Source: an optimization exercise on an open RTL-to-GDS flow (aim: small area, a short achievable clock period and few clock cycles). Production flows keep margins and buffers that such runs may drop. RTL that was checked went through simulation tests only; none was proved equivalent to the original. For runs 5 and 6, only the layout was checked, not whether the RTL still works. Power figures rest on the tool's default switching activity, not on a simulated workload.

===== design/flow/design.v =====
module mest_pro_ctrlr(
    input  clk,
    input  i_reset_n,
    input  i_start,
    input  i_redirect,
    input  i_halt,
    output o_start,
    output reg o_run,
    output reg o_issue,
    output reg o_all_done
);
reg  halted;
wire start = i_start & ~o_run & ~halted & ~o_all_done;
assign o_start = start;
always @(posedge clk or negedge i_reset_n)
begin
    if (~i_reset_n) begin
        o_run      <= 1'b0;
        o_issue    <= 1'b0;
        halted     <= 1'b0;
        o_all_done <= 1'b0;
    end else begin
        o_run      <= start | (o_run & ~i_halt);
        o_issue    <= start | (o_run & ~i_halt & ~i_redirect);
        halted     <= i_halt;
        o_all_done <= halted;
    end
end
endmodule
module mest_pro_fetch(
    input  clk,
    input  i_reset_n,
    input  i_run,
    input  i_start,
    input  i_halt,
    input  i_jmp,
    input  i_ret,
    input  [7:0] i_const_K,
    output [15:0] o_prog_counter
);
reg [15:0] pc;
reg [15:0] ret_pc;
wire [3:0]  g  = {&pc[11:8], &pc[7:4], &pc[3:0], 1'b1};
wire [3:0]  gc = {g[3] & g[2] & g[1], g[2] & g[1], g[1], 1'b1};
reg  [15:0] cy;
integer i;
always @(*)
begin
    for (i = 0; i < 4; i = i + 1) begin
        cy[4*i]   = gc[i];
        cy[4*i+1] = gc[i] & pc[4*i];
        cy[4*i+2] = gc[i] & pc[4*i] & pc[4*i+1];
        cy[4*i+3] = gc[i] & pc[4*i] & pc[4*i+1] & pc[4*i+2];
    end
end
wire [15:0] pc_inc = pc ^ cy;
wire [15:0] pc_seq = i_run ? pc_inc : {15'd0, i_start};
always @(posedge clk or negedge i_reset_n)
begin
    if (~i_reset_n) begin
        pc     <= 16'd0;
        ret_pc <= 16'd0;
    end else begin
        if (i_jmp)
            ret_pc <= pc;
        if (i_jmp)
            pc <= {8'd0, i_const_K};
        else if (i_ret)
            pc <= ret_pc;
        else if (i_halt)
            pc <= 16'd0;
        else
            pc <= pc_seq;
    end
end
assign o_prog_counter = pc;
endmodule
module mest_pro_decode(
    input  clk,
    input  i_reset_n,
    input  i_issue,
    input  [27:0] i_instr,
    output reg o_valid,
    output reg o_s0,
    output reg o_cin,
    output reg [7:0] o_a,
    output reg [7:1] o_bm,
    output reg [8:0] o_y
);
wire [3:0] op = i_instr[27:24];
wire [7:0] a  = i_instr[15:8];
wire [7:0] b  = i_instr[7:0];
wire       mul = (op == 4'd2);
wire       shl = (op == 4'd6);
reg [7:0] x;
reg [8:0] y;
always @(*)
begin
    x = 8'd0;
    y = 9'd0;
    case (op)
    4'd0: begin x = a; y = {1'b0, b}; end
    4'd1: begin x = a; y = ~{1'b0, b}; end
    4'd2: x = a;
    4'd3: x = a & b;
    4'd4: x = a | b;
    4'd5: x = {1'b0, a[7:1]};
    4'd6: x = a;
    4'd7: begin x = ~a; y = {1'b1, 8'd0}; end
    default: ;
    endcase
end
always @(posedge clk or negedge i_reset_n)
begin
    if (~i_reset_n)
        o_valid <= 1'b0;
    else
        o_valid <= i_issue;
end
always @(posedge clk)
begin
    o_s0  <= mul ? b[0] : ~shl;
    o_bm  <= mul ? b[7:1] : {6'd0, shl};
    o_cin <= (op == 4'd1);
    o_a   <= x;
    o_y   <= y;
end
endmodule
module mest_pro_exec(
    input  clk,
    input  i_reset_n,
    input  i_valid,
    input  i_s0,
    input  i_cin,
    input  [7:0] i_a,
    input  [7:1] i_bm,
    input  [8:0] i_y,
    output reg o_valid_result,
    output reg [7:0] o_result,
    output reg o_carry,
    output reg o_zero_flag
);
wire p_1 = i_y[0] ^ i_cin ^ (i_a[0] & i_s0);
wire p_2 = (i_y[0] & i_cin) | ((i_a[0] & i_s0) & (i_y[0] ^ i_cin));
wire p_3 = (i_a[1] & i_s0) ^ ((i_a[0] & i_bm[1]) | i_y[1]) ^ p_2;
wire p_4 = ((i_a[1] & i_s0) & ((i_a[0] & i_bm[1]) | i_y[1])) | (p_2 & ((i_a[1] & i_s0) ^ ((i_a[0] & i_bm[1]) | i_y[1])));
wire p_5 = (i_a[2] & i_s0) ^ (i_a[0] & i_bm[2]) ^ ((i_a[1] & i_bm[1]) | i_y[2]);
wire p_6 = ((i_a[2] & i_s0) & (i_a[0] & i_bm[2])) | (((i_a[1] & i_bm[1]) | i_y[2]) & ((i_a[2] & i_s0) ^ (i_a[0] & i_bm[2])));
wire p_7 = p_5 ^ p_4;
wire p_8 = p_5 & p_4;
wire p_9 = (i_a[3] & i_s0) ^ (i_a[1] & i_bm[2]) ^ (i_a[0] & i_bm[3]);
wire p_10 = ((i_a[3] & i_s0) & (i_a[1] & i_bm[2])) | ((i_a[0] & i_bm[3]) & ((i_a[3] & i_s0) ^ (i_a[1] & i_bm[2])));
wire p_11 = ((i_a[2] & i_bm[1]) | i_y[3]) ^ p_6 ^ p_9;
wire p_12 = (((i_a[2] & i_bm[1]) | i_y[3]) & p_6) | (p_9 & (((i_a[2] & i_bm[1]) | i_y[3]) ^ p_6));
wire p_13 = p_11 ^ p_8;
wire p_14 = p_11 & p_8;
wire p_15 = (i_a[4] & i_s0) ^ (i_a[2] & i_bm[2]) ^ (i_a[1] & i_bm[3]);
wire p_16 = ((i_a[4] & i_s0) & (i_a[2] & i_bm[2])) | ((i_a[1] & i_bm[3]) & ((i_a[4] & i_s0) ^ (i_a[2] & i_bm[2])));
wire p_17 = (i_a[5] & i_s0) ^ (i_a[3] & i_bm[2]);
wire p_18 = (i_a[5] & i_s0) & (i_a[3] & i_bm[2]);
wire p_19 = (i_a[6] & i_s0) ^ (i_a[4] & i_bm[2]) ^ (i_a[3] & i_bm[3]);
wire p_20 = ((i_a[6] & i_s0) & (i_a[4] & i_bm[2])) | ((i_a[3] & i_bm[3]) & ((i_a[6] & i_s0) ^ (i_a[4] & i_bm[2])));
wire p_21 = (i_a[7] & i_s0) ^ (i_a[5] & i_bm[2]) ^ (i_a[4] & i_bm[3]);
wire p_22 = ((i_a[7] & i_s0) & (i_a[5] & i_bm[2])) | ((i_a[4] & i_bm[3]) & ((i_a[7] & i_s0) ^ (i_a[5] & i_bm[2])));
wire p_23 = (i_a[3] & i_bm[4]) ^ (i_a[2] & i_bm[5]);
wire p_24 = (i_a[3] & i_bm[4]) & (i_a[2] & i_bm[5]);
wire p_25 = (i_a[0] & i_bm[4]) ^ ((i_a[3] & i_bm[1]) | i_y[4]) ^ p_10;
wire p_26 = ((i_a[0] & i_bm[4]) & ((i_a[3] & i_bm[1]) | i_y[4])) | (p_10 & ((i_a[0] & i_bm[4]) ^ ((i_a[3] & i_bm[1]) | i_y[4])));
wire p_27 = (i_a[2] & i_bm[3]) ^ (i_a[1] & i_bm[4]) ^ (i_a[0] & i_bm[5]);
wire p_28 = ((i_a[2] & i_bm[3]) & (i_a[1] & i_bm[4])) | ((i_a[0] & i_bm[5]) & ((i_a[2] & i_bm[3]) ^ (i_a[1] & i_bm[4])));
wire p_29 = ((i_a[4] & i_bm[1]) | i_y[5]) ^ p_17;
wire p_30 = ((i_a[4] & i_bm[1]) | i_y[5]) & p_17;
wire p_31 = (i_a[2] & i_bm[4]) ^ (i_a[1] & i_bm[5]) ^ (i_a[0] & i_bm[6]);
wire p_32 = ((i_a[2] & i_bm[4]) & (i_a[1] & i_bm[5])) | ((i_a[0] & i_bm[6]) & ((i_a[2] & i_bm[4]) ^ (i_a[1] & i_bm[5])));
wire p_33 = ((i_a[5] & i_bm[1]) | i_y[6]) ^ p_18 ^ p_19;
wire p_34 = (((i_a[5] & i_bm[1]) | i_y[6]) & p_18) | (p_19 & (((i_a[5] & i_bm[1]) | i_y[6]) ^ p_18));
wire p_35 = (i_a[1] & i_bm[6]) ^ (i_a[0] & i_bm[7]) ^ ((i_a[6] & i_bm[1]) | i_y[7]);
wire p_36 = ((i_a[1] & i_bm[6]) & (i_a[0] & i_bm[7])) | (((i_a[6] & i_bm[1]) | i_y[7]) & ((i_a[1] & i_bm[6]) ^ (i_a[0] & i_bm[7])));
wire p_37 = p_23 ^ p_20 ^ p_21;
wire p_38 = (p_23 & p_20) | (p_21 & (p_23 ^ p_20));
wire p_39 = p_15 ^ p_25;
wire p_40 = p_15 & p_25;
wire p_41 = p_16 ^ p_27 ^ p_29;
wire p_42 = (p_16 & p_27) | (p_29 & (p_16 ^ p_27));
wire p_43 = p_28 ^ p_31 ^ p_30;
wire p_44 = (p_28 & p_31) | (p_30 & (p_28 ^ p_31));
wire p_45 = p_32 ^ p_35 ^ p_34;
wire p_46 = (p_32 & p_35) | (p_34 & (p_32 ^ p_35));
wire p_47 = (i_a[6] & i_bm[2]) ^ (i_a[5] & i_bm[3]);
wire p_48 = (i_a[4] & i_bm[4]) ^ (i_a[3] & i_bm[5]);
wire p_49 = (i_a[2] & i_bm[6]) ^ (i_a[1] & i_bm[7]);
wire p_50 = ((i_a[7] & i_bm[1]) | i_y[8]) ^ p_24;
wire p_51 = p_47 ^ p_48;
wire p_52 = p_49 ^ p_22;
wire p_53 = p_50 ^ p_51;
wire p_54 = p_36 ^ p_52;
wire p_55 = p_53 ^ p_54;
wire p_56 = p_38 ^ p_55;
reg [17:0] q;
reg v1;
always @(posedge clk)
begin
    q[0] <= p_1;
    q[1] <= p_3;
    q[2] <= p_7;
    q[3] <= p_13;
    q[4] <= p_12;
    q[5] <= p_14;
    q[6] <= p_39;
    q[7] <= p_26;
    q[8] <= p_41;
    q[9] <= p_40;
    q[10] <= p_33;
    q[11] <= p_43;
    q[12] <= p_42;
    q[13] <= p_37;
    q[14] <= p_45;
    q[15] <= p_44;
    q[16] <= p_56;
    q[17] <= p_46;
end
wire s_1 = q[4] ^ q[5];
wire s_2 = q[4] & q[5];
wire s_3 = q[7] ^ q[8] ^ q[9];
wire s_4 = (q[7] & q[8]) | (q[9] & (q[7] ^ q[8]));
wire s_5 = q[10] ^ q[11] ^ q[12];
wire s_6 = (q[10] & q[11]) | (q[12] & (q[10] ^ q[11]));
wire s_7 = q[13] ^ q[14] ^ q[15];
wire s_8 = (q[13] & q[14]) | (q[15] & (q[13] ^ q[14]));
wire s_9 = q[16] ^ q[17];
wire s_10 = q[16] & q[17];
wire [4:0] fx, fy;
assign fx[0] = q[6];
assign fx[1] = s_3;
assign fx[2] = s_5;
assign fx[3] = s_7;
assign fx[4] = s_9;
assign fy[0] = s_1;
assign fy[1] = s_2;
assign fy[2] = s_4;
assign fy[3] = s_6;
assign fy[4] = s_8;
wire [4:0] ag = fx & fy;
wire [4:0] ap = fx ^ fy;
wire ag0_1 = ag[1] | (ap[1] & ag[0]);
wire ap0_1 = ap[1] & ap[0];
wire ag0_3 = ag[3] | (ap[3] & ag[2]);
wire ap0_3 = ap[3] & ap[2];
wire ag1_2 = ag[2] | (ap[2] & ag0_1);
wire ap1_2 = ap[2] & ap0_1;
wire ag1_3 = ag0_3 | (ap0_3 & ag0_1);
wire ap1_3 = ap0_3 & ap0_1;
wire ag2_4 = ag[4] | (ap[4] & ag1_3);
wire ap2_4 = ap[4] & ap1_3;
wire [4:0] rh = {ap[4] ^ ag1_3, ap[3] ^ ag1_2, ap[2] ^ ag0_1, ap[1] ^ ag[0], ap[0]};
wire       zh = ((fx ^ fy) == {fx[3:0] | fy[3:0], 1'b0});
wire [8:0] r = {rh, {q[3], q[2], q[1], q[0]}};
wire       zero = zh & ~(|{q[3], q[2], q[1], q[0]});
always @(posedge clk or negedge i_reset_n)
begin
    if (~i_reset_n) begin
        v1             <= 1'b0;
        o_valid_result <= 1'b0;
    end else begin
        v1             <= i_valid;
        o_valid_result <= v1;
    end
end
always @(posedge clk)
begin
    o_result    <= r[7:0];
    o_carry     <= r[8];
    o_zero_flag <= zero;
end
endmodule
module mest_pro#(
    parameter OP_CODE_SIZE     = 4,
    parameter INSTRUCTION_SIZE = OP_CODE_SIZE + 8 + 8 + 8,
    parameter ROM_DEPTH = 65536
)(
    input clk,
    input i_reset_n,
    input i_start,
    output [$clog2(ROM_DEPTH)-1  :0] o_prog_counter,
    input [INSTRUCTION_SIZE-1    :0] i_instruction,
    output [8-1 :0] o_result,
    output o_valid_result,
    output o_carry,
    output o_zero_flag,
    output o_all_done
);
wire       issue;       
wire       run;         
wire       start;
wire [3:0] op   = i_instruction[27:24];
wire       is_jmp  = issue & (op == 4'd8);
wire       is_ret  = issue & (op == 4'd9);
wire       is_halt = issue & (op == 4'd15);
wire       x_s0, x_cin;
wire [7:0] x_a;
wire [7:1] x_bm;
wire [8:0] x_y;
wire       x_valid;
mest_pro_ctrlr u_ctrlr(
    .clk        (clk),
    .i_reset_n  (i_reset_n),
    .i_start    (i_start),
    .i_redirect (is_jmp | is_ret),
    .i_halt     (is_halt),
    .o_start    (start),
    .o_run      (run),
    .o_issue    (issue),
    .o_all_done (o_all_done)
);
mest_pro_fetch u_fetch(
    .clk            (clk),
    .i_reset_n      (i_reset_n),
    .i_run          (run),
    .i_start        (start),
    .i_halt         (is_halt),
    .i_jmp          (is_jmp),
    .i_ret          (is_ret),
    .i_const_K      (i_instruction[23:16]),
    .o_prog_counter (o_prog_counter)
);
mest_pro_decode u_decode(
    .clk        (clk),
    .i_reset_n  (i_reset_n),
    .i_issue    (issue),
    .i_instr    (i_instruction),
    .o_valid    (x_valid),
    .o_s0       (x_s0),
    .o_cin      (x_cin),
    .o_a        (x_a),
    .o_bm       (x_bm),
    .o_y        (x_y)
);
mest_pro_exec u_exec(
    .clk            (clk),
    .i_reset_n      (i_reset_n),
    .i_valid        (x_valid),
    .i_s0           (x_s0),
    .i_cin          (x_cin),
    .i_a            (x_a),
    .i_bm           (x_bm),
    .i_y            (x_y),
    .o_valid_result (o_valid_result),
    .o_result       (o_result),
    .o_carry        (o_carry),
    .o_zero_flag    (o_zero_flag)
);
endmodule

===== design/flow/flow/run.sh =====
#!/bin/bash
# Layout: the standard synthesis, then the standard ORFS steps with plain
# buffers (not delay cells) on the ports and free resizing.
set -euo pipefail
bash standard.sh synth > synth.log 2>&1
bash standard.sh BUFFER_PORTS_ARGS="-buffer_cell sky130_fd_sc_hd__buf_1" MATCH_CELL_FOOTPRINT=0 CTS_ARGS="-sink_clustering_enable -repair_clock_nets -buf_list sky130_fd_sc_hd__clkbuf_8 -dont_use_dummy_load" finish > layout.log 2>&1

===== design/flow/standard.sh =====
#!/bin/bash
# synth_recipe.tcl (not shown) runs the flow's synth.tcl, then flattens the netlist and writes it again
# the make line also repeats each setting of config.mk as NAME=value (left out here)
make -C /OpenROAD-flow-scripts/flow DESIGN_CONFIG=/design/flow/config.mk WORK_HOME=/design/flow/orfs CLKGATE_MAP_FILE= SYNTH_SCRIPT=/design/flow/synth_recipe.tcl "${@:-finish}"

===== design/flow/config.mk =====
export PLATFORM = sky130hd
export DESIGN_NAME = mest_pro
export DESIGN_NICKNAME = mest_pro
export VERILOG_FILES = /design/flow/design.v
export SDC_FILE = /design/flow/constraint.sdc
export NUM_CORES = 4
export LEC_CHECK = 0
export CAP_MARGIN = 20
export CORE_MARGIN = 2
export CORE_UTILIZATION = 60
export CTS_BUF_LIST = sky130_fd_sc_hd__clkbuf_8
export SETUP_SLACK_MARGIN = 2.95
export SLEW_MARGIN = 20

===== design/flow/constraint.sdc =====
create_clock -name core_clock -period 5.0 [get_ports {clk}]
set_input_delay 1.0000 -clock core_clock [delete_from_list [all_inputs] [get_ports {clk}]]
set_output_delay 1.0000 -clock core_clock [all_outputs]
set_load 0.01 [all_outputs]

==> impl_metrics.json, run 1 <==
{
  "run_status": "finished clean",
  "clk_root_buffer_cell": "clkbuf_8",
  "final_min_period_over_clock_period_pct": 43.2,
  "worstSkewPairLatency_ps": 340,
  "clock_tree.buffer_depth": 2,
  "period_needed_ps": 2160,
  "cellLeakagePower_uw": 0.00244,
  "syn2layout_area_growth_pct": 11.4,
  "drtIter0Drc": 116,
  "inserted_diodes": 0,
  "cts-hold-fix-buffers": 0,
  "synth-seq-cells": 93,
  "dieArea_sq_mm": 0.00835,
  "port-buffer-count": 58,
  "fin_worst_hold_slack_ps": 349,
  "timing.reg2reg.worst_path_depth": 7,
  "worst-endpoint-arrival_ps": 2390,
  "die_x_um": 91.4,
  "synth.yosys.seq_area_share_pct": 44.9,
  "top_library_cells_by_usage_in_the_layout_fill_and_taps_aside": "53 x buf_1, 45 x dfxtp_1, 43 x inv_1",
  "postRouteAntennaNets": 0,
  "critical_path_class": "register to register",
  "start_util_pct": 62.5,
  "number_of_antenna_violations_at_the_first_check_in_global_routing": 0,
  "synth_enable_flop_cells": 0,
  "synthFlopType": "dfxtp_1",
  "power.ir.vdd_worst_mv": 0.273,
  "synth.distinct_cells": 45,
  "synth.yosys.warnings": 4,
  "max_slew.worst_pin.slew_ps": 481,
  "drcViolationCount": 0,
  "cp.required_ps": 5230,
  "grt.total_usage_pct": 22.0,
  "synthesis.nets": 477,
  "tritoncts": "built",
  "postRouteWirelength_um": 8450,
  "nets": 542,
  "row_count": 31,
  "synth_top_cells_by_area": "dfxtp_1 24%, dfrtp_1 21%, fa_1 9.6%",
  "die_y_um": 91.4,
  "grt-ovfl-total": 0,
  "element_type_at_the_critical_path_start": "register",
  "fin_worst_skew_ps": 17.9,
  "critical_path_peak_fanout": 2,
  "clkSinkCount": 93,
  "async_flop_share_pct": 41.9,
  "boundaryPins": 59,
  "dpl_wire_length_um": 6180,
  "hold-path-cell-count": 0,
  "gp_weighted_congestion": 0.809,
  "avgRoutedWirePerCell_um": 15.1,
  "min_path_type": "register to register",
  "detail_route.vias_per_cell": 5.34,
  "pwr_density_cell_mw_per_mm2": 321,
  "grt_pass1_vias": 3081,
  "design_power_total_uw": 1640,
  "drive_above_1_share_pct": 15.4,
  "mean_cell_area_of_the_mapped_netlist_sq_um": 11.5,
  "multi_input_area_sq_mm": 0.00230,
  "maximum_capacitance_violations": 0,
  "first_pass_iters": 4,
  "worst_setup_hold_path_clk_slew_ps": 90,
  "via_count": 2991,
  "slew_headroom_pct": 67.9,
  "kind_of_end_point_of_the_critical_path": "register",
  "fmax_ghz": 0.463,
  "mappedNetlistArea_sq_mm": 0.00458,
  "largest_net_degree_at_the_start_of_global_routing": 40,
  "synth.top_cell.area_share_pct": 23.6,
  "timing.final.max_slew_violations": 0,
  "register_area_sq_mm": 0.00207,
  "synthCells": 398,
  "grt_pass1_wl_um": 14300,
  "layout.filler_cells": 553,
  "yosys.area.top_type": "dfxtp_1",
  "timing.final.hold_violations": 0,
  "h_tree_depth": 3,
  "setup_tns_ps": 0,
  "rsz0062_at_grt": "true",
  "core_region_area_sq_mm": 0.00733,
  "layout_commonest_cell": "buf_1",
  "finalSetupViolations": 0,
  "cts_made_buffers": 9
}
==> through the flow <==
| stage | util [%] | std cells | setup slack, ps | area, sq um |
|---|---|---|---|---|
| finish | 69.6 | 560 | 2840 | 5100 |
| CTS | 68.8 | 558 | 2830 | 5040 |
| global placement | 65.9 | 542 | 2190 | 4830 |
| detailed placement | 65.9 | 542 | 2130 | 4830 |
| floorplan | - | 398 | 2910 | 4600 |
| global route | 69.6 | 560 | 2760 | 5100 |
==> worst paths after layout <==
| path | slack (ps) | to | from |
|---|---|---|---|
| max | 2840 | u_exec.q[16] | u_decode.o_a[7] |
| min | 350 | u_exec.o_result[0] | u_exec.q[0] |
| max reg2reg | 2840 | u_exec.q[16] | u_decode.o_a[7] |
| min reg2reg | 350 | u_exec.o_result[0] | u_exec.q[0] |
| max in group asynchronous | 4030 | u_fetch.ret_pc[10] | i_reset_n |
| min in group asynchronous | 510 | u_ctrlr.o_issue | i_reset_n |
==> logic make-up (layout without fill, tap and decap cells) <==
| logic type | count (synthesis) | count (layout) | synth area share [%] |
|---|---|---|---|
| AND/OR/NAND/NOR | 84 | 84 | 10.4 |
| AO/OA/AOI/OAI | 58 | 58 | 9.23 |
| adder cells (fa/ha/maj) | 48 | 48 | 16.7 |
| buffers and inverters | 56 | 119 | 5.76 |
| multiplexers | 30 | 30 | 6.99 |
| flip-flops | 93 | 93 | 44.9 |
| XOR/XNOR | 29 | 29 | 6.01 |
==> sequential cells by signal, indices dropped and copies added, names as in the netlist <==
| register | flops |
|---|---|
| u_decode.o_y | 9 |
| u_ctrlr.o_all_done | 1 |
| u_ctrlr.halted | 1 |
| u_exec.o_valid_result | 1 |
| u_ctrlr.o_run | 1 |
| u_exec.o_result | 8 |
| u_decode.o_valid | 1 |
| u_exec.v1 | 1 |
| u_exec.q | 18 |
| u_fetch.pc | 16 |
| u_decode.o_bm | 7 |
| u_decode.o_cin | 1 |
| u_exec.o_carry | 1 |
| u_exec.o_zero_flag | 1 |
| u_fetch.ret_pc | 16 |
| u_ctrlr.o_issue | 1 |
| u_decode.o_a | 8 |
| u_decode.o_s0 | 1 |
==> Yosys cell counts, types with 9 or more instances <==
master / number
a21o_1: 11
a21oi_1: 9
a22o_1: 15
and2_1: 17
dfrtp_1: 39
dfxtp_1: 54
fa_1: 22
ha_1: 26
inv_1: 43
mux2_2: 16
mux2i_1: 14
nand2_1: 27
nor2_1: 14
o22ai_1: 9
xnor2_1: 19
==> critical path, cell delays in order, from the launching register on <==
cell	delay, ps
dfxtp_2	350
and2_4	160
fa_1	490
fa_2	380
xnor2_2	150
xnor2_1	150
xnor3_1	240
xnor2_1	140
==> routing by layer <==
layer,up-vias,share of wire (%),track usage [%]
met5,-,0,0
li1,1444,-,-
met4,0,1.3,6.31
met3,9,3.1,5.39
met2,51,53,41.6
met1,1487,42,24.4
==> cell type report <==
class | instances | area share (%)
timing repair buffer | 67 | 6.23
sequential | 93 | 40.6
tap | 99 | 2.43
inverter | 43 | 3.16
clock buffer | 9 | 2.43
multi-input combinational | 249 | 45.1
==> repair_timing <==
item	4_1_cts	5_1_grt
pin swaps	2	5
setup buffers	7	1
setup endpoints to repair	53	22
resized for setup	19	11
hold endpoints to repair	0	0
==> report_power, final <==
part | internal [uW] | switching [uW]
Sequential | 845 | 67.7
Clock | 162 | 223
Combinational | 155 | 185
Total | 1160 | 476
Testbench counts, summed over its fixed seeds: cycles 7,274.
==> run 2, diff against run 1 <==
--- a/design/flow/config.mk
+++ b/design/flow/config.mk
@@ -6,7 +6,8 @@
 export NUM_CORES = 4
 export LEC_CHECK = 0
+export ABC_AREA = 1
 export CAP_MARGIN = 20
 export CORE_MARGIN = 2
-export CORE_UTILIZATION = 60
+export CORE_UTILIZATION = 50
 export CTS_BUF_LIST = sky130_fd_sc_hd__clkbuf_8
 export SETUP_SLACK_MARGIN = 2.95
==> run 2 against run 1 <==
Clock skew up 14 ps. Worst hold slack better by 5.2 ps. Critical path type unchanged. First-iteration DRC count shrank 3.4%.
==> impl_metrics.json, run 2 <==
{
  "dp_worst_setup_slack_ps": 2740,
  "grt_pass1_wl_um": 14700,
  "post_dp_cell_area_sq_mm": 0.00483,
  "element_type_at_the_critical_path_start": "register",
  "synth.yosys.seq_area_share_pct": 45.2,
  "avgRoutedWirePerCell_um": 12.5,
  "mappedNetlistArea_sq_mm": 0.00455,
  "cp.required_ps": 5220,
  "cts_made_buffers": 9,
  "maximum_capacitance_violations": 0,
  "port-buffer-count": 58,
  "postRouteAntennaNets": 0,
  "drcViolationCount": 0,
  "grt-ovfl-total": 0,
  "syn2layout_area_growth_pct": 9.74,
  "final_worst_slack_ps": 3010,
  "p_comb_share_pct": 19.0,
  "min_path_type": "register to register",
  "row_count": 34,
  "max_slew.worst_pin.slew_ps": 851,
  "largest_net_degree_at_the_start_of_global_routing": 40,
  "synth_enable_flop_cells": 0,
  "grt_pass1_vias": 3240,
  "run_status": "finished clean",
  "swShare_pct": 29.7,
  "synth-seq-cells": 93,
  "synth.cells.most_frequent": "148 x nand2_1, 88 x inv_1, 54 x dfxtp_1",
  "first_pass_iters": 4,
  "gp_weighted_congestion": 0.849,
  "cellLeakagePower_uw": 0.00257,
  "clk_root_buffer_cell": "clkbuf_8",
  "fmax_ghz": 0.502,
  "rsz0062_at_grt": "true",
  "synthFlopType": "dfxtp_1",
  "intPower_uw": 1120,
  "inserted_diodes": 0,
  "biggestRegsByFlops": "u_exec.q x18, u_fetch.pc x16, u_fetch.ret_pc x16",
  "finalSetupViolations": 0,
  "fin_worst_skew_ps": 31.4,
  "setup_tns_ps": 0,
  "synth_top_cells_by_area": "dfxtp_1 24%, dfrtp_1 21%, nand2_1 12%",
  "kind_of_end_point_of_the_critical_path": "register",
  "synthCells": 511,
  "period_needed_ps": 1990,
  "drtIter0Drc": 112,
  "worst_setup_hold_path_clk_slew_ps": 80,
  "cts-hold-fix-buffers": 0,
  "net_sw_power_uw": 472,
  "finish.instance_area_sq_mm": 0.00499,
  "start_util_pct": 51.9,
  "crit_path_max_delay_cell_type": "fa_1",
  "nets": 650,
  "register_with_the_most_flip_flops": "u_exec.q",
  "synth.yosys.warnings": 4,
  "timing.final.hold_violations": 0,
  "clkSinkCount": 93,
  "synth.distinct_cells": 38,
  "critical_path_class": "register to register",
  "slew_headroom_pct": 43.3,
  "clock_tree.buffer_depth": 2,
  "cp_top_family": "adder cells",
  "dpl_wire_length_um": 6350,
  "critical_path.cell_chain": "buf_4 -> nand2_1 -> inv_1 -> fa_1 -> fa_1 -> ha_1",
  "timing.critical_path.buf_inv": 2,
  "clock_power_share_pct": 24.0,
  "timing.final.max_slew_violations": 0,
  "cp_common_cell": "fa_1",
  "dieArea_sq_mm": 0.00988,
  "layout_commonest_cell": "nand2_1",
  "post-synth-top-count-cell": "nand2_1",
  "h_tree_depth": 3,
  "flip_flop_count_of_the_largest_register_after_layout": 18,
  "top_library_cells_by_usage_in_the_layout_fill_and_taps_aside": "148 x nand2_1, 86 x inv_1, 57 x buf_1",
  "synthesis.nets": 590,
  "drive_above_1_share_pct": 7.38,
  "number_of_antenna_violations_at_the_first_check_in_global_routing": 0,
  "mean_cell_area_of_the_mapped_netlist_sq_um": 8.90,
  "postRouteWirelength_um": 8500,
  "grt.total_usage_pct": 18.7,
  "power.sequential.fraction_pct": 57.0,
  "via_count": 3351,
  "critical_path_peak_fanout": 5,
  "pwr_density_cell_mw_per_mm2": 319,
  "cpPeakStageDelay_ps": 550,
  "worst-endpoint-arrival_ps": 2210,
  "worstSkewPairLatency_ps": 360,
  "layout.filler_cells": 827,
  "tritoncts": "built",
  "synth.top_cell.area_share_pct": 23.8,
  "yosys.area.top_type": "dfxtp_1",
  "die_x_um": 99.4,
  "die_y_um": 99.4,
  "power.ir.vdd_worst_mv": 0.168,
  "final_min_period_over_clock_period_pct": 39.8,
  "async_flop_share_pct": 41.9,
  "boundaryPins": 59,
  "detail_route.vias_per_cell": 4.95,
  "core_region_area_sq_mm": 0.00876
}
==> run 2: final cells by class <==
| cell class | instances | area, sq um | share of cell area (%) |
|---|---|---|---|
| Timing Repair Buffer | 59 | 226 | 4.54 |
| Multi-Input combinational cell | 314 | 2080 | 41.6 |
| Sequential cell | 93 | 2070 | 41.5 |
| Clock buffer | 9 | 124 | 2.48 |
| Tap cell | 108 | 135 | 2.71 |
| Inverter | 94 | 359 | 7.19 |
==> run 2: worst reg2reg max path, delay by kind of cell, from the launching register on <==
family	cells	cell delay, ps
adders and majority gates	3	1260
DFF	1	360
buffers and inverters	2	210
and+or+nand+nor	1	60
==> run 2: logic make-up after synthesis <==
family,after synthesis,share of synthesized area (%)
flops,93,45.2
fa+ha+maj,48,16.8
simple gates,192,17.9
compound gates,65,8.80
buf+inv,104,9.54
xor+xnor,9,1.73
==> run 2: per-stage QoR <==
| step | total power, uW | hold slack, ps | cells | util, % |
|---|---|---|---|---|
| 4_1_cts | 1610 | 354 | 676 | 56.6 |
| 3_3_place_gp | 1220 | 334 | 667 | 55.1 |
| 6_report | 1590 | 355 | 677 | 57.0 |
| 3_5_place_dp | 1220 | 338 | 667 | 55.1 |
| 2_1_floorplan | 1130 | 331 | 511 | - |
| 5_1_grt | 1690 | 375 | 677 | 57.0 |
==> run 2: repair_timing <==
action / 4_1_cts / 5_1_grt
setup endpoints to repair: 4 / 8
gates resized for setup: 4 / 13
buffers inserted: 0 / 1
pin swaps: 1 / 1
==> run 2: power by group through the flow <==
stage               logic (uW)  registers (uW)  clock network [uW]
global route               352             918                 423
finish                     303             906                 382
detailed placement         301             921                   0
CTS                        302             905                 399
floorplan                  207             920                   0
global placement           296             920                   0
==> run 2: layer usage <==
metal | vias to the layer above | routed length, um | global-route usage [%]
met2 | 71 | 3690 | 29.4
li1 | 1706 | - | -
met5 | - | 0 | 0
met4 | 0 | 131 | 7.06
met1 | 1563 | 4360 | 26.4
met3 | 11 | 315 | 2.67
==> run 2: worst paths after layout <==
check,cells after the start,slack [ps],end,from
min in group asynchronous,1,750,u_fetch.ret_pc[6],i_reset_n
min reg2reg,0,350,u_exec.o_result[1],u_exec.q[1]
max reg2reg,6,3010,u_exec.q[3],u_decode.o_s0
max in group asynchronous,1,3690,u_fetch.ret_pc[7],i_reset_n
min,0,350,u_exec.o_result[1],u_exec.q[1]
max,6,3010,u_exec.q[3],u_decode.o_s0
==> run 3, diff against run 2 <==
--- a/design/flow/config.mk
+++ b/design/flow/config.mk
@@ -9,5 +9,5 @@
 export CAP_MARGIN = 20
 export CORE_MARGIN = 2
-export CORE_UTILIZATION = 50
+export CORE_UTILIZATION = 55
 export CTS_BUF_LIST = sky130_fd_sc_hd__clkbuf_8
 export SETUP_SLACK_MARGIN = 2.95
==> run 3 against run 2 <==
Via count shrank 0.81%. Sequential share of layout area shrank 0.13 points. Global-route usage up 2.2 points. Clock-buffer cell count is the same. Final cell count down 0.15%. Maximum frequency up 0.57%. Still clean on timing, DRC and antenna. Power is 0.60% higher. Design area up 0.50%. First-iteration DRC count shrank 2.7%.
==> impl_metrics.json, run 3 <==
{
  "rsz0062_at_grt": "true",
  "postRouteWirelength_um": 8570,
  "grt.total_usage_pct": 20.9,
  "worst-endpoint-arrival_ps": 2190,
  "cellLeakagePower_uw": 0.00259,
  "avgRoutedWirePerCell_um": 12.7,
  "clk_root_buffer_cell": "clkbuf_8",
  "power.ir.vdd_worst_mv": 0.223,
  "start_util_pct": 55.9,
  "setup_tns_ps": 0,
  "via_count": 3324,
  "run_status": "finished clean",
  "slew_headroom_pct": 42.7,
  "power.sequential.fraction_pct": 56.6,
  "net_sw_power_uw": 472,
  "synth_top_cells_by_area": "dfxtp_1 24%, dfrtp_1 21%, nand2_1 12%",
  "min_path_type": "register to register",
  "core_region_area_sq_mm": 0.00813,
  "synth.yosys.warnings": 4,
  "synth_enable_flop_cells": 0,
  "finalSetupViolations": 0,
  "drive_above_1_share_pct": 8.41,
  "synth.top_cell.area_share_pct": 23.8,
  "inserted_diodes": 0,
  "cp.required_ps": 5210,
  "cp_common_cell": "fa_1",
  "biggestRegsByFlops": "u_exec.q x18, u_fetch.pc x16, u_fetch.ret_pc x16",
  "timing.final.max_slew_violations": 0,
  "yosys.area.top_type": "dfxtp_1",
  "p_comb_share_pct": 19.9,
  "cpPeakStageDelay_ps": 540,
  "register_with_the_most_flip_flops": "u_exec.q",
  "boundaryPins": 59,
  "maximum_capacitance_violations": 0,
  "worst_setup_hold_path_clk_slew_ps": 90,
  "fin_worst_hold_slack_ps": 353,
  "dpl_wire_length_um": 6440,
  "kind_of_end_point_of_the_critical_path": "register",
  "critical_path_peak_fanout": 5,
  "intPower_uw": 1130,
  "grt-ovfl-total": 0,
  "synth.distinct_cells": 38,
  "clkSinkCount": 93,
  "async_flop_share_pct": 41.9,
  "port-buffer-count": 58,
  "number_of_antenna_violations_at_the_first_check_in_global_routing": 0,
  "postRouteAntennaNets": 0,
  "nets": 652,
  "row_count": 33,
  "fin_worst_skew_ps": 27.0,
  "critical_path.cell_chain": "buf_4 -> nand2_1 -> inv_1 -> fa_1 -> fa_1 -> ha_1",
  "timing.final.hold_violations": 0,
  "layout_commonest_cell": "nand2_1",
  "grt_pass1_wl_um": 14500,
  "synthesis.nets": 590,
  "place_inst": 664,
  "dieArea_sq_mm": 0.00902,
  "element_type_at_the_critical_path_start": "register",
  "pwr_density_cell_mw_per_mm2": 319,
  "flip_flop_count_of_the_largest_register_after_layout": 18,
  "synth.cells.most_frequent": "148 x nand2_1, 88 x inv_1, 54 x dfxtp_1",
  "timing.reg2reg.worst_path_depth": 6,
  "largest_net_degree_at_the_start_of_global_routing": 40,
  "cts-hold-fix-buffers": 0,
  "crit_path_max_delay_cell_type": "fa_1",
  "swShare_pct": 29.5,
  "worstReg2RegEnd": "u_exec.q[3]",
  "syn2layout_area_growth_pct": 10.3,
  "crit_start": "u_decode.o_s0",
  "die_y_um": 95.0,
  "drtIter0Drc": 109,
  "cts_made_buffers": 9,
  "top_library_cells_by_usage_in_the_layout_fill_and_taps_aside": "147 x nand2_1, 85 x inv_1, 57 x buf_1",
  "synthCells": 511,
  "final_cells": 676,
  "synthFlopType": "dfxtp_1",
  "gp_weighted_congestion": 0.866,
  "regToRegSetupSlack_ps": 3020,
  "clock_tree.buffer_depth": 2,
  "tritoncts": "built",
  "detail_route.vias_per_cell": 4.92,
  "worstSkewPairLatency_ps": 340,
  "clock_power_share_pct": 23.5,
  "setup.worst_path.end": "u_exec.q[3]",
  "critical_path_class": "register to register",
  "max_slew.worst_pin.slew_ps": 859,
  "first_pass_iters": 6,
  "drcViolationCount": 0,
  "synth.yosys.seq_area_share_pct": 45.2,
  "grt_pass1_vias": 3180,
  "synth-seq-cells": 93,
  "mappedNetlistArea_sq_mm": 0.00455,
  "h_tree_depth": 3,
  "crit-reg2reg-launch": "u_decode.o_s0",
  "fmax_ghz": 0.505,
  "final_min_period_over_clock_period_pct": 39.6,
  "post-synth-top-count-cell": "nand2_1",
  "mean_cell_area_of_the_mapped_netlist_sq_um": 8.90,
  "die_x_um": 95.0,
  "period_needed_ps": 1980
}
==> run 3: cell counts after synthesis <==
No cell type changed its count.
==> run 3: critical path, delay by kind of cell, from the launching register on <==
| family | cells | cell delay [ps] |
|---|---|---|
| adders and majority gates | 3 | 1250 |
| DFF | 1 | 360 |
| buffers and inverters | 2 | 200 |
| and+or+nand+nor | 1 | 50 |
==> run 3: worst min-delay path by stage <==
stage | slack, ps | startpoint | cells after the start | end
floorplan | 330 | u_exec.q[3] | 0 | u_exec.o_result[3]
global placement | 330 | u_exec.v1 | 0 | u_exec.o_valid_result
detailed placement | 340 | u_exec.v1 | 0 | u_exec.o_valid_result
CTS | 360 | u_exec.q[1] | 0 | u_exec.o_result[1]
global route | 360 | u_exec.q[0] | 0 | u_exec.o_result[0]
finish | 350 | u_exec.v1 | 0 | u_exec.o_valid_result
==> run 3: routing by layer <==
| metal | vias up | track usage [%] | routed length, um |
|---|---|---|---|
| met5 | - | 0 | 0 |
| met4 | 0 | 6.04 | 92 |
| met3 | 8 | 3.27 | 302 |
| met2 | 59 | 33.7 | 3970 |
| met1 | 1551 | 29.2 | 4200 |
| li1 | 1706 | - | - |
==> run 3: cell families (layout without fill, tap and decap cells) <==
| group | after synthesis | count (layout) | synth area share, % |
|---|---|---|---|
| AND/OR/NAND/NOR | 192 | 192 | 17.9 |
| buffers and inverters | 104 | 164 | 9.54 |
| AO/OA/AOI/OAI | 65 | 65 | 8.80 |
| adder cells (fa/ha/maj) | 48 | 48 | 16.8 |
| flip-flops | 93 | 93 | 45.2 |
| XOR/XNOR | 9 | 9 | 1.73 |
==> run 3: power by group through the flow <==
stage	clock network (uW)	registers, uW	logic, uW
global route	420	919	371
CTS	391	907	305
detailed placement	0	924	303
global placement	0	921	294
floorplan	0	920	207
finish	376	906	318
==> run 3: stage by stage <==
step	cell area [sq um]	total power (uW)	util [%]	setup WS [ps]
after floorplan	4550	1130	-	2970
after global placement	4820	1210	59.3	2760
after detailed placement	4820	1230	59.3	2700
after CTS	4950	1600	60.9	2960
after global routing	5020	1710	61.7	2880
final	5020	1600	61.7	3020
==> run 3: cell type report <==
cell class,count,area [sq um]
Clock buffer,9,124
Fill cell,753,3120
Inverter,94,359
Multi-Input combinational cell,314,2090
Sequential cell,93,2070
Tap cell,105,131
Timing Repair Buffer,61,241
==> run 3: repair_timing <==
item | CTS | global route
endpoints found under the setup margin | 2 | 14
hold endpoints to repair | 0 | 0
pin swaps | 0 | 2
setup buffers | 0 | 3
resized for setup | 2 | 20
==> run 4, diff against run 3 <==
--- a/design/flow/config.mk
+++ b/design/flow/config.mk
@@ -11,4 +11,4 @@
 export CORE_UTILIZATION = 55
 export CTS_BUF_LIST = sky130_fd_sc_hd__clkbuf_8
-export SETUP_SLACK_MARGIN = 2.95
+export SETUP_SLACK_MARGIN = 2.93
 export SLEW_MARGIN = 20
==> run 4 against run 3 <==
Flip-flop and latch count stayed put. Still clean. Design area shrank 0.35%. Largest power group unchanged. Clock skew is 3.2 ps lower. Wire length rose by 0.16%. Critical path depth is the same. Combinational power is 4% lower. Clock-buffer cell count unchanged. Register-to-register slack hardly changed. First-iteration DRC count fell by 18%. Sequential power hardly changed.
==> impl_metrics.json, run 4 <==
{
  "run_status": "finished clean",
  "maximum_capacitance_violations": 0,
  "final_cells": 674,
  "gp_weighted_congestion": 0.866,
  "finish.instance_area_sq_mm": 0.00500,
  "grt_pass1_wl_um": 14500,
  "final_worst_slack_ps": 3020,
  "cellLeakagePower_uw": 0.00258,
  "mappedNetlistArea_sq_mm": 0.00455,
  "synth-seq-cells": 93,
  "inserted_diodes": 0,
  "synth.yosys.warnings": 4,
  "fmax_ghz": 0.506,
  "post_dp_cell_area_sq_mm": 0.00482,
  "cts-hold-fix-buffers": 0,
  "drive_above_1_share_pct": 7.91,
  "number_of_antenna_violations_at_the_first_check_in_global_routing": 0,
  "layout_commonest_cell": "nand2_1",
  "element_type_at_the_critical_path_start": "register",
  "via_count": 3331,
  "cp.required_ps": 5210,
  "synthFlopType": "dfxtp_1",
  "power.ir.vdd_worst_mv": 0.222,
  "clk_root_buffer_cell": "clkbuf_8",
  "boundaryPins": 59,
  "tritoncts": "built",
  "port-buffer-count": 58,
  "worstSkewPairLatency_ps": 340,
  "first_pass_iters": 5,
  "critical_path_class": "register to register",
  "syn2layout_area_growth_pct": 9.90,
  "top_library_cells_by_usage_in_the_layout_fill_and_taps_aside": "148 x nand2_1, 85 x inv_1, 57 x buf_1",
  "yosys.area.top_type": "dfxtp_1",
  "timing.final.max_slew_violations": 0,
  "post-synth-top-count-cell": "nand2_1",
  "synthesis.nets": 590,
  "row_count": 33,
  "critical_path_peak_fanout": 5,
  "pwr_density_cell_mw_per_mm2": 317,
  "largest_net_degree_at_the_start_of_global_routing": 40,
  "start_util_pct": 55.9,
  "fin_worst_skew_ps": 23.8,
  "grt-ovfl-total": 0,
  "nets": 650,
  "flip_flop_count_of_the_largest_register_after_layout": 18,
  "finalSetupViolations": 0,
  "core_region_area_sq_mm": 0.00813,
  "postRouteAntennaNets": 0,
  "drtIter0Drc": 89,
  "setup_tns_ps": 0,
  "biggestRegsByFlops": "u_exec.q x18, u_fetch.pc x16, u_fetch.ret_pc x16",
  "die_x_um": 95.0,
  "die_y_um": 95.0,
  "final_min_period_over_clock_period_pct": 39.6,
  "synth_top_cells_by_area": "dfxtp_1 24%, dfrtp_1 21%, nand2_1 12%",
  "rsz0062_at_grt": "true",
  "h_tree_depth": 3,
  "slew_headroom_pct": 43.7,
  "grt_pass1_vias": 3180,
  "postRouteWirelength_um": 8580,
  "place_inst": 664,
  "min_path_type": "register to register",
  "dpl_wire_length_um": 6440,
  "mean_cell_area_of_the_mapped_netlist_sq_um": 8.90,
  "register_with_the_most_flip_flops": "u_exec.q",
  "async_flop_share_pct": 41.9,
  "period_needed_ps": 1980,
  "kind_of_end_point_of_the_critical_path": "register",
  "dieArea_sq_mm": 0.00902,
  "cts_made_buffers": 9,
  "synth.distinct_cells": 38,
  "dp_worst_setup_slack_ps": 2700,
  "grt.total_usage_pct": 20.9,
  "synth_enable_flop_cells": 0,
  "synth.top_cell.area_share_pct": 23.8,
  "worst-endpoint-arrival_ps": 2190,
  "worst_setup_hold_path_clk_slew_ps": 90,
  "synthCells": 511,
  "drcViolationCount": 0,
  "avgRoutedWirePerCell_um": 12.7,
  "detail_route.vias_per_cell": 4.94,
  "clkSinkCount": 93,
  "timing.final.hold_violations": 0,
  "design_power_total_uw": 1590,
  "max_slew.worst_pin.slew_ps": 844,
  "clock_tree.buffer_depth": 2,
  "synth.cells.most_frequent": "148 x nand2_1, 88 x inv_1, 54 x dfxtp_1",
  "synth.yosys.seq_area_share_pct": 45.2
}
-- run 4: kinds of logic (layout without fill, tap and decap cells) --
family	after synthesis	in the layout	share of synthesized area, %
AO/OA/AOI/OAI	65	65	8.80
buffers and inverters	104	162	9.54
flip-flops	93	93	45.2
AND/OR/NAND/NOR	192	192	17.9
XOR/XNOR	9	9	1.73
adder cells (fa/ha/maj)	48	48	16.8
-- run 4: layout make-up --
cell class | instances | area [sq um]
clock buffer | 9 | 124
fill | 754 | 3130
inverter | 94 | 359
multi-input combinational | 314 | 2090
sequential | 93 | 2070
tap | 105 | 131
timing repair buffer | 59 | 226
-- run 4: path summary, 6_finish.rpt --
path,endpoint,startpoint,slack (ps),cells past startpoint
hold / removal,u_exec.o_valid_result,u_exec.v1,350,0
setup reg to reg,u_exec.q[3],u_decode.o_s0,3020,6
min in group asynchronous,u_decode.o_valid,i_reset_n,750,1
hold reg to reg,u_exec.o_valid_result,u_exec.v1,350,0
max in group asynchronous,u_fetch.ret_pc[3],i_reset_n,3690,1
setup / recovery,u_exec.q[3],u_decode.o_s0,3020,6
-- run 4: layer usage --
layer	GRT usage [%]	part of all wire, %
met3	3.27	3.6
met2	33.7	46
met5	0	0
met1	29.2	49
met4	6.04	1.0
-- run 4: worst max-delay path, stage by stage (launching register included) --
cell,delay (ps)
dfxtp_4,360
buf_4,150
nand2_1,50
inv_1,50
fa_1,540
fa_1,410
ha_1,300
-- run 4: power by group --
| group | total, uW | internal, uW | leakage, uW | switching (uW) |
|---|---|---|---|---|
| logic | 305 | 113 | 0.00155 | 192 |
| clock network | 374 | 162 | 0.0000647 | 213 |
| registers | 907 | 843 | 0.000964 | 63.7 |
-- run 4: repair_timing --
action	CTS	global route
gates resized for setup	2	19
buffers inserted	0	1
endpoints found under the setup margin	2	13
pin swaps	0	2
-- run 4: metrics by stage --
| stage | util [%] | hold slack (ps) |
|---|---|---|
| after floorplan | - | 331 |
| after global placement | 59.3 | 332 |
| after detailed placement | 59.3 | 336 |
| after CTS | 60.9 | 355 |
| after global routing | 61.5 | 355 |
| final | 61.5 | 353 |
==> run 5, diff against run 4 <==
--- a/design/flow/design.v
+++ b/design/flow/design.v
@@ -197,5 +197,6 @@
 wire p_55 = p_53 ^ p_54;
 wire p_56 = p_38 ^ p_55;
-reg [17:0] q;
+wire p_57 = p_56 ^ p_46;
+reg [16:0] q;
 reg v1;
 always @(posedge clk)
@@ -217,6 +218,5 @@
     q[14] <= p_45;
     q[15] <= p_44;
-    q[16] <= p_56;
-    q[17] <= p_46;
+    q[16] <= p_57;
 end
 wire s_1 = q[4] ^ q[5];
@@ -228,6 +228,4 @@
 wire s_7 = q[13] ^ q[14] ^ q[15];
 wire s_8 = (q[13] & q[14]) | (q[15] & (q[13] ^ q[14]));
-wire s_9 = q[16] ^ q[17];
-wire s_10 = q[16] & q[17];
 wire [4:0] fx, fy;
 assign fx[0] = q[6];
@@ -235,5 +233,5 @@
 assign fx[2] = s_5;
 assign fx[3] = s_7;
-assign fx[4] = s_9;
+assign fx[4] = q[16];
 assign fy[0] = s_1;
 assign fy[1] = s_2;
--- a/design/flow/config.mk
+++ b/design/flow/config.mk
@@ -11,4 +11,4 @@
 export CORE_UTILIZATION = 55
 export CTS_BUF_LIST = sky130_fd_sc_hd__clkbuf_8
-export SETUP_SLACK_MARGIN = 2.93
+export SETUP_SLACK_MARGIN = 2.95
 export SLEW_MARGIN = 20
==> run 5 against run 4 <==
Global-route usage rose by 2.4 points. Clock-buffer cell count did not move. Clock skew rose by 5.0 ps. Largest cell class unchanged.
==> impl_metrics.json, run 5 <==
{
  "largest_net_degree_at_the_start_of_global_routing": 40,
  "period_needed_ps": 2320,
  "start_util_pct": 55.8,
  "yosys.area.top_type": "dfxtp_1",
  "synth.yosys.warnings": 4,
  "run_status": "finished clean",
  "synthCells": 525,
  "syn2layout_area_growth_pct": 12.0,
  "final_core_util_pct": 62.5,
  "worstSkewPairLatency_ps": 350,
  "boundaryPins": 59,
  "drive_above_1_share_pct": 8.77,
  "die_x_um": 94.6,
  "async_flop_share_pct": 42.4,
  "setup_tns_ps": 0,
  "synth-adder-area-share_pct": 16.9,
  "cp_common_cell": "nand2_1",
  "inserted_diodes": 0,
  "finalSetupViolations": 0,
  "synth_top_cells_by_area": "dfxtp_1 23%, dfrtp_1 22%, nand2_1 13%",
  "complex_gate_fraction_of_the_synthesized_area_pct": 7.25,
  "critical_path_class": "register to register",
  "synth_simple_gate_area_share_pct": 21.3,
  "clkSinkCount": 92,
  "via_count": 3556,
  "clk_root_buffer_cell": "clkbuf_8",
  "worst-endpoint-arrival_ps": 2560,
  "tritoncts": "built",
  "worst_setup_hold_path_clk_slew_ps": 80,
  "mappedNetlistArea_sq_mm": 0.00452,
  "layout_commonest_cell": "nand2_1",
  "pwr_density_cell_mw_per_mm2": 314,
  "slew_headroom_pct": 37.4,
  "synth_mux_area_share_pct": 0,
  "synth.distinct_cells": 33,
  "h_tree_depth": 3,
  "fmax_ghz": 0.430,
  "layout.filler_cells": 762,
  "maximum_capacitance_violations": 0,
  "rsz0062_at_grt": "true",
  "cts-hold-fix-buffers": 0,
  "synth_top_family_by_area": "simple AND/OR/NAND/NOR gates",
  "nets": 674,
  "register_with_the_most_flip_flops": "u_exec.q",
  "final_worst_slack_ps": 2680,
  "drcViolationCount": 0,
  "detail_route.vias_per_cell": 5.09,
  "fin_worst_skew_ps": 28.9,
  "number_of_antenna_violations_at_the_first_check_in_global_routing": 0,
  "synthesis.nets": 604,
  "synth_enable_flop_cells": 0,
  "critical_path.cell_chain": "nand2_2 -> fa_1 -> inv_2 -> fa_2 -> fa_2 -> inv_2 -> nand3_2 -> nand2_1 -> nand2_1 -> nand2_1 -> nand3_2 -> nand3_1 -> nand2_1",
  "max_slew.worst_pin.slew_ps": 939,
  "flip_flop_count_of_the_largest_register_after_layout": 17,
  "avgRoutedWirePerCell_um": 13.4,
  "post_synth_xor_area_fraction_pct": 1.36,
  "clock_tree.buffer_depth": 2,
  "timing.final.max_slew_violations": 0,
  "power.ir.vdd_worst_mv": 0.191,
  "synth.yosys.seq_area_share_pct": 45.1,
  "cp.required_ps": 5230,
  "final_min_period_over_clock_period_pct": 46.5,
  "hold_path_startpoint": "u_exec.q[2]",
  "grt_pass1_vias": 3438,
  "cellLeakagePower_uw": 0.00262,
  "core_region_area_sq_mm": 0.00809,
  "cts_made_buffers": 9,
  "biggestRegsByFlops": "u_exec.q x17, u_fetch.pc x16, u_fetch.ret_pc x16",
  "grt.total_usage_pct": 23.2,
  "crit-reg2reg-launch": "u_decode.o_a[3]",
  "kind_of_end_point_of_the_critical_path": "register",
  "postRouteAntennaNets": 0,
  "die_y_um": 94.6,
  "timing.critical_path.buf_inv": 2,
  "drtIter0Drc": 150,
  "mean_cell_area_of_the_mapped_netlist_sq_um": 8.61,
  "critical_path_peak_fanout": 2,
  "postRouteWirelength_um": 9360,
  "element_type_at_the_critical_path_start": "register",
  "dpl_wire_length_um": 6750,
  "dieArea_sq_mm": 0.00896,
  "synth.top_cell.area_share_pct": 23.5,
  "grt_pass1_wl_um": 16200,
  "synth-seq-cells": 92,
  "synthFlopType": "dfxtp_1",
  "crit_path_max_delay_cell_type": "fa_1",
  "first_pass_iters": 5,
  "top_library_cells_by_usage_in_the_layout_fill_and_taps_aside": "160 x nand2_1, 75 x inv_1, 56 x buf_1",
  "port-buffer-count": 58,
  "row_count": 33,
  "cpPeakStageDelay_ps": 540,
  "min_path_type": "register to register",
  "timing.final.hold_violations": 0,
  "grt-ovfl-total": 0,
  "dp_worst_setup_slack_ps": 2460,
  "gp_weighted_congestion": 0.819,
  "post-synth-top-count-cell": "nand2_1",
  "cp_top_family": "adder cells",
  "crit_start": "u_decode.o_a[3]",
  "synth.cells.most_frequent": "162 x nand2_1, 78 x inv_1, 53 x dfxtp_1"
}
run 5: area by class of cell:
type / instances / area (sq um) / share of cell area, %
multi-input cells: 343 / 2150 / 42.5
clock buffers: 9 / 124 / 2.45
well taps: 105 / 131 / 2.60
inverters: 83 / 314 / 6.21
repair buffers: 66 / 280 / 5.54
flip-flops and latches: 92 / 2060 / 40.7
run 5: metal layers:
metal | global-route usage, % | vias to the layer above | part of all wire, %
met2 | 36.3 | 98 | 46
li1 | - | 1773 | -
met5 | 0 | - | 0
met3 | 3.35 | 8 | 5.0
met1 | 33.4 | 1677 | 47
met4 | 7.73 | 0 | 1.3
run 5: report_power, final:
| group | internal (uW) | switching, uW | leakage [uW] | total, uW |
|---|---|---|---|---|
| Clock | 162 | 220 | 0.0000647 | 382 |
| Sequential | 835 | 65.3 | 0.000957 | 901 |
| Combinational | 112 | 195 | 0.00160 | 307 |
| Total | 1110 | 481 | 0.00262 | 1590 |
run 5: cell families (layout without fill, tap and decap cells):
group                      count (synthesis)  after routing
and+or+nand+nor                          229            230
DFF                                       92             92
buffers and inverters                     91            158
AOI/OAI and AO/OA                         58             58
adders and majority gates                 48             48
xor gates and xnor gates                   7              7
run 5: final timing paths:
kind | endpoint | depth (start not counted) | slack, ps
hold / removal | u_exec.o_result[2] | 0 | 350
hold reg to reg | u_exec.o_result[2] | 0 | 350
min in group asynchronous | u_decode.o_valid | 1 | 770
setup / recovery | u_exec.q[16] | 13 | 2680
setup reg to reg | u_exec.q[16] | 13 | 2680
max in group asynchronous | u_fetch.ret_pc[4] | 1 | 3610
run 5: timing repair:
action,4_1_cts,5_1_grt
hold endpoints to repair,0,0
gates resized for setup,6,9
endpoints found under the setup margin,34,23
setup buffers,5,3
gates cloned,1,0
pin swaps,2,6
run 5: stage by stage:
step | area, sq um | hold slack, ps | power [uW] | instances
floorplan | 4550 | 331 | 1100 | 525
global placement | 4840 | 336 | 1200 | 680
detailed placement | 4840 | 337 | 1220 | 680
CTS | 5020 | 356 | 1600 | 695
global route | 5060 | 368 | 1690 | 698
finish | 5060 | 355 | 1590 | 698
==> run 6, diff against run 5 <==
--- a/design/flow/config.mk
+++ b/design/flow/config.mk
@@ -9,5 +9,5 @@
 export CAP_MARGIN = 20
 export CORE_MARGIN = 2
-export CORE_UTILIZATION = 55
+export CORE_UTILIZATION = 60
 export CTS_BUF_LIST = sky130_fd_sc_hd__clkbuf_8
 export SETUP_SLACK_MARGIN = 2.95
==> run 6 against run 5 <==
Still clean. Maximum frequency decreased by 4.7%. Sequential power about the same. Synthesized cell count unchanged. Non-clock buffer count decreased by 2. Clock-buffer cell count unchanged. Combinational power decreased by 3%. Die area decreased by 8.0%. Sequential share of layout area decreased by 0.055 points. Largest cell class unchanged.
==> impl_metrics.json, run 6 <==
{
  "detail_route.vias_per_cell": 5.10,
  "grt_pass1_vias": 3417,
  "mean_cell_area_of_the_mapped_netlist_sq_um": 8.61,
  "design_power_total_uw": 1570,
  "rsz0062_at_grt": "true",
  "inserted_diodes": 0,
  "h_tree_depth": 3,
  "finish.instance_area_sq_mm": 0.00506,
  "synthCells": 525,
  "synth.yosys.seq_area_share_pct": 45.1,
  "die_x_um": 90.8,
  "regToRegSetupSlack_ps": 2560,
  "grt-ovfl-total": 0,
  "via_count": 3517,
  "synth.distinct_cells": 33,
  "cp.required_ps": 5230,
  "clock_tree.buffer_depth": 2,
  "grt.total_usage_pct": 23.5,
  "run_status": "finished clean",
  "cts_made_buffers": 9,
  "largest_net_degree_at_the_start_of_global_routing": 40,
  "layout_commonest_cell": "nand2_1",
  "timing.reg2reg.worst_path_depth": 13,
  "drtIter0Drc": 191,
  "synth-seq-cells": 92,
  "synth_enable_flop_cells": 0,
  "postRouteAntennaNets": 0,
  "biggestRegsByFlops": "u_exec.q x17, u_fetch.pc x16, u_fetch.ret_pc x16",
  "number_of_antenna_violations_at_the_first_check_in_global_routing": 0,
  "final_worst_slack_ps": 2560,
  "dieArea_sq_mm": 0.00824,
  "top_library_cells_by_usage_in_the_layout_fill_and_taps_aside": "155 x nand2_1, 75 x inv_1, 56 x buf_1",
  "clkSinkCount": 92,
  "core_region_area_sq_mm": 0.00729,
  "power.ir.vdd_worst_mv": 0.225,
  "period_needed_ps": 2440,
  "hold-path-cell-count": 0,
  "setup_tns_ps": 0,
  "cellLeakagePower_uw": 0.00262,
  "first_pass_iters": 4,
  "post_dp_cell_area_sq_mm": 0.00483,
  "drive_above_1_share_pct": 9.64,
  "maximum_capacitance_violations": 0,
  "element_type_at_the_critical_path_start": "register",
  "worstSkewPairLatency_ps": 340,
  "synth.top_cell.area_share_pct": 23.5,
  "nets": 672,
  "port-buffer-count": 58,
  "synth_top_cells_by_area": "dfxtp_1 23%, dfrtp_1 22%, nand2_1 13%",
  "row_count": 31,
  "avgRoutedWirePerCell_um": 12.7,
  "grt_pass1_wl_um": 15400,
  "fin_worst_skew_ps": 15.1,
  "dp_worst_setup_slack_ps": 2530,
  "synthFlopType": "dfxtp_1",
  "worst_setup_hold_path_clk_slew_ps": 80,
  "start_util_pct": 62.0,
  "dpl_wire_length_um": 6360,
  "tritoncts": "built",
  "register_with_the_most_flip_flops": "u_exec.q",
  "max_slew.worst_pin.slew_ps": 948,
  "synth.yosys.warnings": 4,
  "synth.cells.most_frequent": "162 x nand2_1, 78 x inv_1, 53 x dfxtp_1",
  "pwr_density_cell_mw_per_mm2": 311,
  "timing.final.hold_violations": 0,
  "clk_root_buffer_cell": "clkbuf_8",
  "flip_flop_count_of_the_largest_register_after_layout": 17,
  "finalSetupViolations": 0,
  "worst-endpoint-arrival_ps": 2670,
  "kind_of_end_point_of_the_critical_path": "register",
  "gp_weighted_congestion": 0.826,
  "yosys.area.top_type": "dfxtp_1",
  "post-synth-top-count-cell": "nand2_1",
  "syn2layout_area_growth_pct": 12.0,
  "final_min_period_over_clock_period_pct": 48.8,
  "die_y_um": 90.8,
  "fmax_ghz": 0.410,
  "boundaryPins": 59,
  "async_flop_share_pct": 42.4,
  "critical_path_peak_fanout": 2,
  "synthesis.nets": 604,
  "timing.final.max_slew_violations": 0,
  "critical_path_class": "register to register",
  "slew_headroom_pct": 36.8,
  "drcViolationCount": 0,
  "mappedNetlistArea_sq_mm": 0.00452,
  "postRouteWirelength_um": 8780,
  "min_path_type": "register to register"
}
run 6: cell counts after synthesis:
Identical to the previous run, type by type.
run 6: worst paths after layout:
path | startpoint | to
max | u_decode.o_a[3] | u_exec.q[16]
min | u_exec.q[2] | u_exec.o_result[2]
max reg2reg | u_decode.o_a[3] | u_exec.q[16]
min reg2reg | u_exec.q[2] | u_exec.o_result[2]
max in group asynchronous | i_reset_n | u_fetch.ret_pc[6]
min in group asynchronous | i_reset_n | u_ctrlr.o_all_done
run 6: through the flow:
stage                     instances  utilization [%]  hold slack (ps)
final                           690             69.4              350
after global routing            690             69.4              357
after CTS                       688             68.6              353
after detailed placement        674             66.3              339
after global placement          674             66.3              334
after floorplan                 525                -              331
run 6: area by class of cell:
type | count | area, sq um
Timing Repair Buffer | 64 | 265
Multi-Input combinational cell | 343 | 2180
Fill cell | 612 | 2230
Tap cell | 99 | 124
Sequential cell | 92 | 2060
Clock buffer | 9 | 124
Inverter | 83 | 314
run 6: timing repair:
| action | CTS | global route |
|---|---|---|
| setup buffers | 4 | 2 |
| pin swaps | 2 | 7 |
| resized for setup | 5 | 17 |
| hold buffers | 0 | 0 |
| cloned | 1 | 0 |
| endpoints found under the setup margin | 23 | 31 |
run 6: layer usage:
| layer | global-route usage [%] | up-vias | wire length (um) |
|---|---|---|---|
| met5 | 0 | - | 0 |
| met4 | 10.2 | 0 | 187 |
| met3 | 3.59 | 18 | 430 |
| met2 | 36.9 | 118 | 3940 |
| met1 | 32.7 | 1613 | 4210 |
| li1 | - | 1768 | - |
run 6: worst max-delay path, cell delays in order, from the launching register on:
cell and delay, ps:
dfxtp_4 360, nand2_2 60, fa_1 550, inv_2 40, fa_2 360, fa_2 410, inv_2 60, nand3_2 80
nand2_2 70, nand2_2 60, nand2_2 60, nand3_2 70, nand3_1 70, nand2_1 70
run 6: where the power goes:
| group | internal [uW] | total, uW | switching [uW] |
|---|---|---|---|
| sequential | 835 | 899 | 63.8 |
| clock | 162 | 377 | 215 |
| combinational | 111 | 299 | 188 |
run 6: logic make-up (layout without fill, tap and decap cells):
logic type,count (synthesis),after routing,synth area share [%]
simple gates,229,230,21.3
flops,92,92,45.1
buf+inv,91,156,8.11
compound gates,58,58,7.25
fa+ha+maj,48,48,16.9
xor+xnor,7,7,1.36
==> run 7, diff against run 6 <==
--- a/design/flow/design.v
+++ b/design/flow/design.v
@@ -197,6 +197,5 @@
 wire p_55 = p_53 ^ p_54;
 wire p_56 = p_38 ^ p_55;
-wire p_57 = p_56 ^ p_46;
-reg [16:0] q;
+reg [17:0] q;
 reg v1;
 always @(posedge clk)
@@ -218,5 +217,6 @@
     q[14] <= p_45;
     q[15] <= p_44;
-    q[16] <= p_57;
+    q[16] <= p_56;
+    q[17] <= p_46;
 end
 wire s_1 = q[4] ^ q[5];
@@ -228,4 +228,6 @@
 wire s_7 = q[13] ^ q[14] ^ q[15];
 wire s_8 = (q[13] & q[14]) | (q[15] & (q[13] ^ q[14]));
+wire s_9 = q[16] ^ q[17];
+wire s_10 = q[16] & q[17];
 wire [4:0] fx, fy;
 assign fx[0] = q[6];
@@ -233,5 +235,5 @@
 assign fx[2] = s_5;
 assign fx[3] = s_7;
-assign fx[4] = q[16];
+assign fx[4] = s_9;
 assign fy[0] = s_1;
 assign fy[1] = s_2;
==> design/flow/flow/run.sh (replaced) <==
#!/bin/bash
# Layout: the standard synthesis, then the standard ORFS steps with plain
# buffers (not delay cells) on the ports and free resizing.
set -euo pipefail
bash standard.sh synth > synth.log 2>&1
bash standard.sh BUFFER_PORTS_ARGS="-buffer_cell sky130_fd_sc_hd__buf_1" MATCH_CELL_FOOTPRINT=0 CTS_ARGS="-sink_clustering_enable -repair_clock_nets -buf_list sky130_fd_sc_hd__clkbuf_4 sky130_fd_sc_hd__clkbuf_8 -dont_use_dummy_load" finish > layout.log 2>&1
==> run 7 against run 6 <==
The flow now stops in 4_1_cts. Area after synthesis is 0.66% higher. Synthesized cell count is 2.7% lower.
==> impl_metrics.json, run 7 <==
{
  "yosys.area.top_type": "dfxtp_1",
  "synth.yosys.warnings": 4,
  "synth.cells.most_frequent": "148 x nand2_1, 88 x inv_1, 54 x dfxtp_1",
  "start_util_pct": 62.4,
  "row_count": 31,
  "mappedNetlistArea_sq_mm": 0.00455,
  "synth_top_cells_by_area": "dfxtp_1 24%, dfrtp_1 21%, nand2_1 12%",
  "boundaryPins": 59,
  "synth.distinct_cells": 38,
  "error": "[ERROR STA-0564] clock_tree_synthesis positional arguments not supported.",
  "dpl_wire_length_um": 6370,
  "synthCells": 511,
  "run_status": "stopped before the end",
  "synthesis.nets": 590,
  "synth.top_cell.area_share_pct": 23.8,
  "synth-seq-cells": 93,
  "synth_enable_flop_cells": 0,
  "gp_weighted_congestion": 0.845,
  "die_y_um": 91.1,
  "async_flop_share_pct": 41.9,
  "synthFlopType": "dfxtp_1",
  "place_inst": 658,
  "die_x_um": 91.1,
  "mean_cell_area_of_the_mapped_netlist_sq_um": 8.90,
  "dp_worst_setup_slack_ps": 2680,
  "synth.yosys.seq_area_share_pct": 45.2,
  "post-synth-top-count-cell": "nand2_1",
  "stop_stage": "4_1_cts",
  "port-buffer-count": 58
}
-- run 7: worst min path at each step --
stage           startpoint                    end  slack (ps)  cells past startpoint
3_5_place_dp     u_exec.v1  u_exec.o_valid_result         340                      0
3_3_place_gp   u_exec.q[0]     u_exec.o_result[0]         340                      0
2_1_floorplan  u_exec.q[3]     u_exec.o_result[3]         330                      0
-- run 7: power by group through the flow --
stage	combinational (uW)	clock [uW]	sequential, uW
after global placement	292	0	919
after floorplan	207	0	920
after detailed placement	303	0	919
-- run 7: cells by family after synthesis --
family | count (synthesis) | synth area share (%)
AOI/OAI and AO/OA | 65 | 8.80
adders and majority gates | 48 | 16.8
DFF | 93 | 45.2
buffers and inverters | 104 | 9.54
xor gates and xnor gates | 9 | 1.73
and+or+nand+nor | 192 | 17.9
-- run 7: stage by stage --
| step | cell area [sq um] | util, % |
|---|---|---|
| 3_3_place_gp | 4820 | 66.1 |
| 3_5_place_dp | 4820 | 66.1 |
| 2_1_floorplan | 4550 | - |
Testbench counts of run 7, summed over its fixed seeds: cycles 7,274.

static timing again, ports no longer ideal:
How much do the figures lean on ideal ports? The routed layouts below were timed once more, with nothing changed but the port constraints. Step 1 assumes that a clkbuf_16 drives the clock port and a buf_2 every other input. Step 2 times the ports against the registers' clock, not the clock port: input delays grow and output delays shrink by t, the midpoint of the rising clock arrivals with the driver on. Slacks: ideal / step 1 / step 2; pairs: ideal / step 1.
run	shift t [ns]	setup WS [ns]	slew at the worst register clock pin (ns)
run 1	0.368	2.842 / 2.842 / 2.692	0.09 / 0.09
run 2	0.372	3.008 / 3.008 / 2.705	0.10 / 0.10
run 3	0.363	3.019 / 3.019 / 2.723	0.09 / 0.09
run 4	0.363	3.022 / 3.015 / 2.702	0.09 / 0.09
run 5	0.368	2.677 / 2.677 / 2.677	0.10 / 0.10
run 6	0.364	2.562 / 2.562 / 2.562	0.09 / 0.09
After both steps setup and hold are still met in every run listed. For run 4, which loses most, drivers alone change the setup slack by -0.007 ns; drivers and shift together by -0.320 ns.
